This design comes from an exercise in tuning for small area on the open sky130 flow, not from production work. RTL that was checked went through simulation tests only; none was proved equivalent to the original. No activity file was given, so power comes from the tool's default toggle rates.

==> trial 39 <==
// bpu
module bpu (
    input  logic                        clk,
    input  logic                        rst,
    input  logic [INSTR_MEM_IDX_W-1:0]  fetch_pc,
    output logic                        pred_taken,
    output logic                        btb_hit,
    output logic [INSTR_MEM_IDX_W-1:0]  btb_target,
    input  logic                        update_valid,
    input  logic [INSTR_MEM_IDX_W-1:0]  update_pc,
    input  logic                        update_taken,
    input  logic [INSTR_MEM_IDX_W-1:0]  update_target
);
Settings: LEC_CHECK=0, CAP_MARGIN=20, CORE_MARGIN=2, CORE_UTILIZATION=75, CTS_BUF_LIST=sky130_fd_sc_hd__clkbuf_8, CTS_CLUSTER_DIAMETER=80, CTS_CLUSTER_SIZE=16, GPL_TIMING_DRIVEN=0, SETUP_SLACK_MARGIN=0.05, SLEW_MARGIN=20, SYNTH_HIERARCHICAL=1, SYNTH_MINIMUM_KEEP_SIZE=0; clock period 8.0 ns.
standard.sh (not shown) runs the stock make flow with config.mk's settings and CLKGATE_MAP_FILE= SYNTH_SCRIPT=/design/flow/synth_recipe.tcl, a recipe that flattens the netlist after the stock synthesis.
==> flow/flow/run.sh <==
#!/bin/bash
set -uo pipefail
here=$(pwd)
export BUFFER_PORTS_ARGS="-buffer_cell sky130_fd_sc_hd__buf_2"
export CTS_ARGS="-sink_clustering_enable -repair_clock_nets -sink_clustering_size 16 -sink_clustering_max_diameter 80 -buf_list sky130_fd_sc_hd__clkbuf_8 -dont_use_dummy_load"
export PRE_GLOBAL_PLACE_TCL="$here/flow/pre_gpl.tcl"
bash standard.sh > standard.log 2>&1
==> flow/flow/pre_gpl.tcl <==
# Remove the buffers synthesis inserted, as ORFS does before timing-driven
# global placement; repair_design after placement buffers what needs it.
remove_buffers
==> build 13: changes against trial 39 <==
==> flow/run.sh (new file) <==
#!/bin/bash
# synth_recipe.tcl (not shown) runs the flow's synth.tcl, then flattens the netlist and writes it again
# the make line also repeats each setting of config.mk as NAME=value (left out here)
make -C /OpenROAD-flow-scripts/flow DESIGN_CONFIG=/design/flow/config.mk WORK_HOME=/design/flow/orfs CLKGATE_MAP_FILE= SYNTH_SCRIPT=/design/flow/synth_recipe.tcl finish
Settings changed: CORE_UTILIZATION 75 to 60, CTS_BUF_LIST sky130_fd_sc_hd__clkbuf_8 to sky130_fd_sc_hd__clkbuf_4 sky130_fd_sc_hd__clkbuf_8, CTS_CLUSTER_DIAMETER 80 to 50, CTS_CLUSTER_SIZE 16 to 20, GPL_TIMING_DRIVEN 0 to not set, SETUP_SLACK_MARGIN 0.05 to 0.2.
removed: flow/flow/run.sh
removed: flow/flow/pre_gpl.tcl
removed: flow/standard.sh
==> summary of the runs <==
In critical path depth, build 13 and trial 39 do not differ.
Between build 13 and trial 39, the lower global-route usage is in build 13 (gap 4.1 points).
Between build 13 and trial 39, the lower worst hold slack is in build 13 (gap 0.0019 ns).
Against trial 39, the clock skew of build 13 is higher by 0.00083 ns.
In trial 39 the combinational power is lower than in build 13, by about 11%.
Of build 13 and trial 39, build 13 has the higher die area (gap 25%, measured against trial 39).
Against trial 39, the cell count of build 13 is higher by about 15%.
Between build 13 and trial 39, the lower first-iteration DRC count is in build 13 (gap 9.8%, measured against trial 39).
In build 13 the fmax is higher than in trial 39, by 2.8%.
In build 13 the worst setup slack is higher than in trial 39, by 0.22 ns.
==> figures <==
item                                                                      trial 39                 build 13
Run status                                                 complete, no violations  complete, no violations
Clock insertion delay at the later pin of the skew report                  0.73 ns                  0.78 ns
Reg clk slew, reported paths                                               0.12 ns                  0.10 ns
First-pass GRT wire length                                                  164 mm                   182 mm
Rows                                                                            88                       99
Met1 track demand over resource in global routing                            52.1%                    48.4%
Met2 usage                                                                   57.6%                    51.1%
Power in the clock group                                                   2.71 mW                  4.05 mW
Starting utilization of the core area                                        76.2%                    60.6%
Setup Slack @ Placement                                                   0.486 ns                 0.237 ns
Post-route non-filler standard cell count                                     3232                     3707
Post-layout min period                                                     7.87 ns                  7.66 ns
Total length of routed met2 wires                                          52.2 mm                  58.0 mm
Hold path startpoint                                                     valid[37]                valid[43]
Die X                                                                       247 um                   275 um
Via total after detailed routing                                             26600                    27500
Worst hold slack after final layout                                       0.484 ns                 0.482 ns
Internal power component                                                   8.46 mW                  9.17 mW
GP Congestion                                                                0.968                     1.02
Fraction of power consumed by sequential logic                               69.2%                    61.1%
Finished Cell Area                                                     0.0470 mm^2              0.0496 mm^2
Number of buffers created by CTS                                                85                      106

========
==> inputs of build 84 <==
bpu, a different RTL version from the one above (not shown whole).
==> module bpu_dec64, before the edit <==
module bpu_dec64 (
    input  logic [5:0]  a,
    input  logic        en,
    input  logic        all,
    output logic [63:0] y
);
    logic [7:0] lo, hi;
    always_comb begin
        for (int i = 0; i < 8; i++) begin
            lo[i] = all | (en & (a[2:0] == i[2:0]));
            hi[i] = all | (a[5:3] == i[2:0]);
        end
        for (int j = 0; j < 8; j++)
            for (int i = 0; i < 8; i++)
                y[8*j + i] = hi[j] & lo[i];
    end
endmodule
==> module bpu_fdec64, before the edit <==
module bpu_fdec64 (
    input  logic [5:0]  a,
    output logic [63:0] y
);
    logic [7:0] lo, hi;
    always_comb begin
        for (int i = 0; i < 8; i++) begin
            lo[i] = (a[2:0] == i[2:0]);
            hi[i] = (a[5:3] == i[2:0]);
        end
        for (int j = 0; j < 8; j++)
            for (int i = 0; i < 8; i++)
                y[8*j + i] = hi[j] & lo[i];
    end
endmodule
==> module bpu, before the edit <==
module bpu (
    input  logic                        clk,
    input  logic                        rst,
    input  logic [INSTR_MEM_IDX_W-1:0]  fetch_pc,
    output logic                        pred_taken,
    output logic                        btb_hit,
    output logic [INSTR_MEM_IDX_W-1:0]  btb_target,
    input  logic                        update_valid,
    input  logic [INSTR_MEM_IDX_W-1:0]  update_pc,
    input  logic                        update_taken,
    input  logic [INSTR_MEM_IDX_W-1:0]  update_target
);
    localparam NS    = BTB_LENGTH;                   
    localparam NB    = PHT_LENGTH / BTB_LENGTH;      
    localparam TAG_W = INSTR_MEM_IDX_W - BTB_IDX_W;  
    logic [PHT_LENGTH-1:0] c1, c0;
    logic [NS-1:0]         valid;
    logic [NS-1:0]         tag    [0:TAG_W-1];
    logic [NS-1:0]         target [0:INSTR_MEM_IDX_W-1];
    logic [NS-1:0] fsel, fsel_b;
    bpu_fdec64 u_fdec   (.a(fetch_pc[BTB_IDX_W-1:0]), .y(fsel));
    bpu_fdec64 u_fdec_b (.a(fetch_pc[BTB_IDX_W-1:0]), .y(fsel_b));
    logic [NB-1:0] bank1;                            
    for (genvar h = 0; h < NB; h++) begin : g_fbank
        bpu_sel64 u (.sel(fsel), .d(c1[h*NS +: NS]), .y(bank1[h]));
    end
    assign pred_taken = ~bank1[fetch_pc[INSTR_MEM_IDX_W-1:BTB_IDX_W]];
    logic                       r_valid;
    logic [TAG_W-1:0]           r_tag;
    logic [INSTR_MEM_IDX_W-1:0] r_target;
    bpu_sel64 u_rvalid (.sel(fsel_b), .d(valid), .y(r_valid));
    for (genvar b = 0; b < TAG_W; b++) begin : g_rtag
        bpu_sel64 u (.sel(fsel_b), .d(tag[b]), .y(r_tag[b]));
    end
    for (genvar b = 0; b < INSTR_MEM_IDX_W; b++) begin : g_rtgt
        bpu_sel64 u (.sel(fsel_b), .d(target[b]), .y(r_target[b]));
    end
    assign btb_hit    = r_valid && (r_tag == fetch_pc[INSTR_MEM_IDX_W-1:BTB_IDX_W]);
    assign btb_target = btb_hit ? r_target : '0;
    logic [NS-1:0] swe, cwe;
    bpu_dec64 u_sdec (.a(update_pc[BTB_IDX_W-1:0]), .en(update_valid), .all(rst), .y(swe));
    bpu_dec64 u_cdec (.a(update_pc[BTB_IDX_W-1:0]), .en(update_valid), .all(rst), .y(cwe));
    logic [NB-1:0] ub1, ub0;
    for (genvar h = 0; h < NB; h++) begin : g_ubank
        bpu_sel64 u1 (.sel(cwe), .d(c1[h*NS +: NS]), .y(ub1[h]));
        bpu_sel64 u0 (.sel(cwe), .d(c0[h*NS +: NS]), .y(ub0[h]));
    end
    logic u1, u0, n1, n0;
    assign u1 = ub1[update_pc[INSTR_MEM_IDX_W-1:BTB_IDX_W]];
    assign u0 = ub0[update_pc[INSTR_MEM_IDX_W-1:BTB_IDX_W]];
    always_comb begin
        if (update_taken) begin             
            n1 = u1 & u0;
            n0 = u1 & ~u0;
        end else begin                      
            n1 = u1 | u0;
            n0 = u1 | ~u0;
        end
    end
    logic [NB-1:0] d1, d0;
    always_comb begin
        for (int h = 0; h < NB; h++) begin
            if (rst) begin
                d1[h] = 1'b1;
                d0[h] = 1'b0;
            end else if (update_pc[INSTR_MEM_IDX_W-1:BTB_IDX_W] == h[TAG_W-1:0]) begin
                d1[h] = n1;
                d0[h] = n0;
            end else begin
                d1[h] = ub1[h];
                d0[h] = ub0[h];
            end
        end
    end
    always_ff @(posedge clk) begin
        for (int i = 0; i < NS; i++) begin
            if (cwe[i]) begin
                for (int h = 0; h < NB; h++) begin
                    c1[h*NS + i] <= d1[h];
                    c0[h*NS + i] <= d0[h];
                end
            end
            valid[i] <= ~rst & (valid[i] | swe[i]);
            if (swe[i]) begin
                for (int b = 0; b < TAG_W; b++)
                    tag[b][i] <= update_pc[BTB_IDX_W + b];
                for (int b = 0; b < INSTR_MEM_IDX_W; b++)
                    target[b][i] <= update_target[b];
            end
        end
    end
endmodule
Settings: LEC_CHECK=0, CAP_MARGIN=20, CORE_MARGIN=2, CORE_UTILIZATION=75, CTS_BUF_LIST=sky130_fd_sc_hd__clkbuf_8, CTS_CLUSTER_DIAMETER=80, CTS_CLUSTER_SIZE=16, SETUP_SLACK_MARGIN=0.2, SLEW_MARGIN=20, SYNTH_HIERARCHICAL=1, SYNTH_MINIMUM_KEEP_SIZE=0; clock period 8.0 ns.
run.sh (not shown) runs the stock make flow with config.mk's settings and CLKGATE_MAP_FILE= SYNTH_SCRIPT=/design/flow/synth_recipe.tcl, a recipe that flattens the netlist after the stock synthesis.
Stock flow here: none of the scripts above is used.
==> inputs of trial 53, as changes to build 84 <==
--- a/flow/design.v
+++ b/flow/design.v
@@ -72,36 +72,4 @@
     assign y = ~((s0 & d0) | (s1 & d1) | (s2 & d2));
 endmodule
-module bpu_dec64 (
-    input  logic [5:0]  a,
-    input  logic        en,
-    input  logic        all,
-    output logic [63:0] y
-);
-    logic [7:0] lo, hi;
-    always_comb begin
-        for (int i = 0; i < 8; i++) begin
-            lo[i] = all | (en & (a[2:0] == i[2:0]));
-            hi[i] = all | (a[5:3] == i[2:0]);
-        end
-        for (int j = 0; j < 8; j++)
-            for (int i = 0; i < 8; i++)
-                y[8*j + i] = hi[j] & lo[i];
-    end
-endmodule
-module bpu_fdec64 (
-    input  logic [5:0]  a,
-    output logic [63:0] y
-);
-    logic [7:0] lo, hi;
-    always_comb begin
-        for (int i = 0; i < 8; i++) begin
-            lo[i] = (a[2:0] == i[2:0]);
-            hi[i] = (a[5:3] == i[2:0]);
-        end
-        for (int j = 0; j < 8; j++)
-            for (int i = 0; i < 8; i++)
-                y[8*j + i] = hi[j] & lo[i];
-    end
-endmodule
 module bpu_sel64 (
     input  logic [63:0] sel,
@@ -140,7 +108,9 @@
     logic [NS-1:0]         tag    [0:TAG_W-1];
     logic [NS-1:0]         target [0:INSTR_MEM_IDX_W-1];
-    logic [NS-1:0] fsel, fsel_b;
-    bpu_fdec64 u_fdec   (.a(fetch_pc[BTB_IDX_W-1:0]), .y(fsel));
-    bpu_fdec64 u_fdec_b (.a(fetch_pc[BTB_IDX_W-1:0]), .y(fsel_b));
+    logic [NS-1:0] fsel;                             
+    always_comb begin
+        for (int i = 0; i < NS; i++)
+            fsel[i] = (fetch_pc[BTB_IDX_W-1:0] == i[BTB_IDX_W-1:0]);
+    end
     logic [NB-1:0] bank1;                            
     for (genvar h = 0; h < NB; h++) begin : g_fbank
@@ -151,20 +121,22 @@
     logic [TAG_W-1:0]           r_tag;
     logic [INSTR_MEM_IDX_W-1:0] r_target;
-    bpu_sel64 u_rvalid (.sel(fsel_b), .d(valid), .y(r_valid));
+    bpu_sel64 u_rvalid (.sel(fsel), .d(valid), .y(r_valid));
     for (genvar b = 0; b < TAG_W; b++) begin : g_rtag
-        bpu_sel64 u (.sel(fsel_b), .d(tag[b]), .y(r_tag[b]));
+        bpu_sel64 u (.sel(fsel), .d(tag[b]), .y(r_tag[b]));
     end
     for (genvar b = 0; b < INSTR_MEM_IDX_W; b++) begin : g_rtgt
-        bpu_sel64 u (.sel(fsel_b), .d(target[b]), .y(r_target[b]));
+        bpu_sel64 u (.sel(fsel), .d(target[b]), .y(r_target[b]));
     end
     assign btb_hit    = r_valid && (r_tag == fetch_pc[INSTR_MEM_IDX_W-1:BTB_IDX_W]);
     assign btb_target = btb_hit ? r_target : '0;
-    logic [NS-1:0] swe, cwe;
-    bpu_dec64 u_sdec (.a(update_pc[BTB_IDX_W-1:0]), .en(update_valid), .all(rst), .y(swe));
-    bpu_dec64 u_cdec (.a(update_pc[BTB_IDX_W-1:0]), .en(update_valid), .all(rst), .y(cwe));
+    logic [NS-1:0] swe;
+    always_comb begin
+        for (int i = 0; i < NS; i++)
+            swe[i] = rst | (update_valid & (update_pc[BTB_IDX_W-1:0] == i[BTB_IDX_W-1:0]));
+    end
     logic [NB-1:0] ub1, ub0;
     for (genvar h = 0; h < NB; h++) begin : g_ubank
-        bpu_sel64 u1 (.sel(cwe), .d(c1[h*NS +: NS]), .y(ub1[h]));
-        bpu_sel64 u0 (.sel(cwe), .d(c0[h*NS +: NS]), .y(ub0[h]));
+        bpu_sel64 u1 (.sel(swe), .d(c1[h*NS +: NS]), .y(ub1[h]));
+        bpu_sel64 u0 (.sel(swe), .d(c0[h*NS +: NS]), .y(ub0[h]));
     end
     logic u1, u0, n1, n0;
@@ -197,5 +169,5 @@
     always_ff @(posedge clk) begin
         for (int i = 0; i < NS; i++) begin
-            if (cwe[i]) begin
+            if (swe[i]) begin
                 for (int h = 0; h < NB; h++) begin
                     c1[h*NS + i] <= d1[h];
==> flow/flow/run.sh (new file) <==
#!/bin/bash
set -uo pipefail
export BUFFER_PORTS_ARGS="-buffer_cell sky130_fd_sc_hd__buf_2"
export RECOVER_POWER=100
bash standard.sh > standard.log 2>&1
==> flow/standard.sh (new file) <==
#!/bin/bash
# synth_recipe.tcl (not shown) runs the flow's synth.tcl, then flattens the netlist and writes it again
# the make line also repeats each setting of config.mk as NAME=value (left out here)
make -C /OpenROAD-flow-scripts/flow DESIGN_CONFIG=/design/flow/config.mk WORK_HOME=/design/flow/orfs CLKGATE_MAP_FILE= SYNTH_SCRIPT=/design/flow/synth_recipe.tcl "${@:-finish}"
--- a/flow/config.mk
+++ b/flow/config.mk
@@ -8,5 +8,5 @@
 export CAP_MARGIN = 20
 export CORE_MARGIN = 2
-export CORE_UTILIZATION = 75
+export CORE_UTILIZATION = 60
 export CTS_BUF_LIST = sky130_fd_sc_hd__clkbuf_8
 export CTS_CLUSTER_DIAMETER = 80
removed: flow/run.sh
==> inputs of build 35, as changes to build 84 <==
--- a/flow/design.v
+++ b/flow/design.v
@@ -72,36 +72,4 @@
     assign y = ~((s0 & d0) | (s1 & d1) | (s2 & d2));
 endmodule
-module bpu_dec64 (
-    input  logic [5:0]  a,
-    input  logic        en,
-    input  logic        all,
-    output logic [63:0] y
-);
-    logic [7:0] lo, hi;
-    always_comb begin
-        for (int i = 0; i < 8; i++) begin
-            lo[i] = all | (en & (a[2:0] == i[2:0]));
-            hi[i] = all | (a[5:3] == i[2:0]);
-        end
-        for (int j = 0; j < 8; j++)
-            for (int i = 0; i < 8; i++)
-                y[8*j + i] = hi[j] & lo[i];
-    end
-endmodule
-module bpu_fdec64 (
-    input  logic [5:0]  a,
-    output logic [63:0] y
-);
-    logic [7:0] lo, hi;
-    always_comb begin
-        for (int i = 0; i < 8; i++) begin
-            lo[i] = (a[2:0] == i[2:0]);
-            hi[i] = (a[5:3] == i[2:0]);
-        end
-        for (int j = 0; j < 8; j++)
-            for (int i = 0; i < 8; i++)
-                y[8*j + i] = hi[j] & lo[i];
-    end
-endmodule
 module bpu_sel64 (
     input  logic [63:0] sel,
@@ -140,7 +108,9 @@
     logic [NS-1:0]         tag    [0:TAG_W-1];
     logic [NS-1:0]         target [0:INSTR_MEM_IDX_W-1];
-    logic [NS-1:0] fsel, fsel_b;
-    bpu_fdec64 u_fdec   (.a(fetch_pc[BTB_IDX_W-1:0]), .y(fsel));
-    bpu_fdec64 u_fdec_b (.a(fetch_pc[BTB_IDX_W-1:0]), .y(fsel_b));
+    logic [NS-1:0] fsel;                             
+    always_comb begin
+        for (int i = 0; i < NS; i++)
+            fsel[i] = (fetch_pc[BTB_IDX_W-1:0] == i[BTB_IDX_W-1:0]);
+    end
     logic [NB-1:0] bank1;                            
     for (genvar h = 0; h < NB; h++) begin : g_fbank
@@ -151,20 +121,22 @@
     logic [TAG_W-1:0]           r_tag;
     logic [INSTR_MEM_IDX_W-1:0] r_target;
-    bpu_sel64 u_rvalid (.sel(fsel_b), .d(valid), .y(r_valid));
+    bpu_sel64 u_rvalid (.sel(fsel), .d(valid), .y(r_valid));
     for (genvar b = 0; b < TAG_W; b++) begin : g_rtag
-        bpu_sel64 u (.sel(fsel_b), .d(tag[b]), .y(r_tag[b]));
+        bpu_sel64 u (.sel(fsel), .d(tag[b]), .y(r_tag[b]));
     end
     for (genvar b = 0; b < INSTR_MEM_IDX_W; b++) begin : g_rtgt
-        bpu_sel64 u (.sel(fsel_b), .d(target[b]), .y(r_target[b]));
+        bpu_sel64 u (.sel(fsel), .d(target[b]), .y(r_target[b]));
     end
     assign btb_hit    = r_valid && (r_tag == fetch_pc[INSTR_MEM_IDX_W-1:BTB_IDX_W]);
     assign btb_target = btb_hit ? r_target : '0;
-    logic [NS-1:0] swe, cwe;
-    bpu_dec64 u_sdec (.a(update_pc[BTB_IDX_W-1:0]), .en(update_valid), .all(rst), .y(swe));
-    bpu_dec64 u_cdec (.a(update_pc[BTB_IDX_W-1:0]), .en(update_valid), .all(rst), .y(cwe));
+    logic [NS-1:0] swe;
+    always_comb begin
+        for (int i = 0; i < NS; i++)
+            swe[i] = rst | (update_valid & (update_pc[BTB_IDX_W-1:0] == i[BTB_IDX_W-1:0]));
+    end
     logic [NB-1:0] ub1, ub0;
     for (genvar h = 0; h < NB; h++) begin : g_ubank
-        bpu_sel64 u1 (.sel(cwe), .d(c1[h*NS +: NS]), .y(ub1[h]));
-        bpu_sel64 u0 (.sel(cwe), .d(c0[h*NS +: NS]), .y(ub0[h]));
+        bpu_sel64 u1 (.sel(swe), .d(c1[h*NS +: NS]), .y(ub1[h]));
+        bpu_sel64 u0 (.sel(swe), .d(c0[h*NS +: NS]), .y(ub0[h]));
     end
     logic u1, u0, n1, n0;
@@ -197,5 +169,5 @@
     always_ff @(posedge clk) begin
         for (int i = 0; i < NS; i++) begin
-            if (cwe[i]) begin
+            if (swe[i]) begin
                 for (int h = 0; h < NB; h++) begin
                     c1[h*NS + i] <= d1[h];
==> flow/flow/run.sh (new file) <==
#!/bin/bash
set -uo pipefail
here=$(pwd)
export BUFFER_PORTS_ARGS="-buffer_cell sky130_fd_sc_hd__buf_2"
export CTS_ARGS="-sink_clustering_enable -repair_clock_nets -sink_clustering_size 16 -sink_clustering_max_diameter 80 -buf_list sky130_fd_sc_hd__clkbuf_8 -dont_use_dummy_load"
export PRE_GLOBAL_PLACE_TCL="$here/flow/pre_gpl.tcl"
bash standard.sh > standard.log 2>&1
==> flow/flow/pre_gpl.tcl (new file) <==
# Remove the buffers synthesis inserted, as ORFS does before timing-driven
# global placement; repair_design after placement buffers what needs it.
remove_buffers
==> flow/standard.sh (new file) <==
#!/bin/bash
# synth_recipe.tcl (not shown) runs the flow's synth.tcl, then flattens the netlist and writes it again
# the make line also repeats each setting of config.mk as NAME=value (left out here)
make -C /OpenROAD-flow-scripts/flow DESIGN_CONFIG=/design/flow/config.mk WORK_HOME=/design/flow/orfs CLKGATE_MAP_FILE= SYNTH_SCRIPT=/design/flow/synth_recipe.tcl "${@:-finish}"
--- a/flow/config.mk
+++ b/flow/config.mk
@@ -12,4 +12,6 @@
 export CTS_CLUSTER_DIAMETER = 80
 export CTS_CLUSTER_SIZE = 16
+export GPL_TIMING_DRIVEN = 0
+export PLACE_DENSITY = 0.85
 export SETUP_SLACK_MARGIN = 0.2
 export SLEW_MARGIN = 20
removed: flow/run.sh
==> inputs of build 72, as changes to build 84 <==
--- a/flow/design.v
+++ b/flow/design.v
@@ -72,36 +72,4 @@
     assign y = ~((s0 & d0) | (s1 & d1) | (s2 & d2));
 endmodule
-module bpu_dec64 (
-    input  logic [5:0]  a,
-    input  logic        en,
-    input  logic        all,
-    output logic [63:0] y
-);
-    logic [7:0] lo, hi;
-    always_comb begin
-        for (int i = 0; i < 8; i++) begin
-            lo[i] = all | (en & (a[2:0] == i[2:0]));
-            hi[i] = all | (a[5:3] == i[2:0]);
-        end
-        for (int j = 0; j < 8; j++)
-            for (int i = 0; i < 8; i++)
-                y[8*j + i] = hi[j] & lo[i];
-    end
-endmodule
-module bpu_fdec64 (
-    input  logic [5:0]  a,
-    output logic [63:0] y
-);
-    logic [7:0] lo, hi;
-    always_comb begin
-        for (int i = 0; i < 8; i++) begin
-            lo[i] = (a[2:0] == i[2:0]);
-            hi[i] = (a[5:3] == i[2:0]);
-        end
-        for (int j = 0; j < 8; j++)
-            for (int i = 0; i < 8; i++)
-                y[8*j + i] = hi[j] & lo[i];
-    end
-endmodule
 module bpu_sel64 (
     input  logic [63:0] sel,
@@ -140,7 +108,9 @@
     logic [NS-1:0]         tag    [0:TAG_W-1];
     logic [NS-1:0]         target [0:INSTR_MEM_IDX_W-1];
-    logic [NS-1:0] fsel, fsel_b;
-    bpu_fdec64 u_fdec   (.a(fetch_pc[BTB_IDX_W-1:0]), .y(fsel));
-    bpu_fdec64 u_fdec_b (.a(fetch_pc[BTB_IDX_W-1:0]), .y(fsel_b));
+    logic [NS-1:0] fsel;                             
+    always_comb begin
+        for (int i = 0; i < NS; i++)
+            fsel[i] = (fetch_pc[BTB_IDX_W-1:0] == i[BTB_IDX_W-1:0]);
+    end
     logic [NB-1:0] bank1;                            
     for (genvar h = 0; h < NB; h++) begin : g_fbank
@@ -151,20 +121,22 @@
     logic [TAG_W-1:0]           r_tag;
     logic [INSTR_MEM_IDX_W-1:0] r_target;
-    bpu_sel64 u_rvalid (.sel(fsel_b), .d(valid), .y(r_valid));
+    bpu_sel64 u_rvalid (.sel(fsel), .d(valid), .y(r_valid));
     for (genvar b = 0; b < TAG_W; b++) begin : g_rtag
-        bpu_sel64 u (.sel(fsel_b), .d(tag[b]), .y(r_tag[b]));
+        bpu_sel64 u (.sel(fsel), .d(tag[b]), .y(r_tag[b]));
     end
     for (genvar b = 0; b < INSTR_MEM_IDX_W; b++) begin : g_rtgt
-        bpu_sel64 u (.sel(fsel_b), .d(target[b]), .y(r_target[b]));
+        bpu_sel64 u (.sel(fsel), .d(target[b]), .y(r_target[b]));
     end
     assign btb_hit    = r_valid && (r_tag == fetch_pc[INSTR_MEM_IDX_W-1:BTB_IDX_W]);
     assign btb_target = btb_hit ? r_target : '0;
-    logic [NS-1:0] swe, cwe;
-    bpu_dec64 u_sdec (.a(update_pc[BTB_IDX_W-1:0]), .en(update_valid), .all(rst), .y(swe));
-    bpu_dec64 u_cdec (.a(update_pc[BTB_IDX_W-1:0]), .en(update_valid), .all(rst), .y(cwe));
+    logic [NS-1:0] swe;
+    always_comb begin
+        for (int i = 0; i < NS; i++)
+            swe[i] = rst | (update_valid & (update_pc[BTB_IDX_W-1:0] == i[BTB_IDX_W-1:0]));
+    end
     logic [NB-1:0] ub1, ub0;
     for (genvar h = 0; h < NB; h++) begin : g_ubank
-        bpu_sel64 u1 (.sel(cwe), .d(c1[h*NS +: NS]), .y(ub1[h]));
-        bpu_sel64 u0 (.sel(cwe), .d(c0[h*NS +: NS]), .y(ub0[h]));
+        bpu_sel64 u1 (.sel(swe), .d(c1[h*NS +: NS]), .y(ub1[h]));
+        bpu_sel64 u0 (.sel(swe), .d(c0[h*NS +: NS]), .y(ub0[h]));
     end
     logic u1, u0, n1, n0;
@@ -197,5 +169,5 @@
     always_ff @(posedge clk) begin
         for (int i = 0; i < NS; i++) begin
-            if (cwe[i]) begin
+            if (swe[i]) begin
                 for (int h = 0; h < NB; h++) begin
                     c1[h*NS + i] <= d1[h];
--- a/flow/config.mk
+++ b/flow/config.mk
@@ -8,5 +8,5 @@
 export CAP_MARGIN = 20
 export CORE_MARGIN = 2
-export CORE_UTILIZATION = 75
+export CORE_UTILIZATION = 60
 export CTS_BUF_LIST = sky130_fd_sc_hd__clkbuf_8
 export CTS_CLUSTER_DIAMETER = 80
==> run summary <==
Build 35 produced a clean layout. Trial 53 completed, yet does not pass: capacitance limit, slew limit. Build 72 completed without violations. Build 84 passed the timing, design-rule and antenna checks. Against build 35, the core utilization of trial 53 is lower by 16 points. In trial 53 the critical path depth is higher than in build 84, by 2. In via count, build 35 and build 72 hardly differ. Between trial 53 and build 72, the lower global-route usage is in build 72 (gap 0.48 points). First-iteration DRC count: build 84 > build 35 > build 72 > trial 53. Combinational power, highest first: build 84, build 72, trial 53, build 35.
No functional check of the RTL was part of build 84.

==> static timing again, ports no longer ideal <==
Ports are ideal in the flow. The routed layouts listed here were re-timed in OpenROAD. Step 1, drivers: a clkbuf_16 drives clk and a buf_2 each remaining input, both assumed. Step 2 adds t to the input delays and takes it off the output delays; t is the mean of the earliest and latest rising clock arrival at the registers after step 1. Input paths then give back, and output paths get back, about the clock's delay inside the block. a / b / c = no drivers / after step 1 / after step 2; a / b = the first two.
run	t, ns	slack for setup (ns)	slew at the worst register clock pin (ns)	worst slew at a driven data input, ns
trial 39	0.771	0.128 / 0.052 / 0.052	0.12 / 0.12	0.13
build 13	0.827	0.344 / 0.317 / 0.317	0.12 / 0.12	0.12
build 84	0.798	0.180 / 0.151 / 0.151	0.11 / 0.11	0.05
trial 53	0.784	0.622 / 0.577 / -0.175	0.11 / 0.11	0.13
build 35	0.778	0.194 / 0.134 / 0.134	0.11 / 0.11	0.10
build 72	0.785	0.346 / 0.308 / 0.308	0.12 / 0.12	0.12
For trial 53, which loses most, drivers alone change the setup slack by -0.045 ns; drivers and shift together by -0.797 ns.
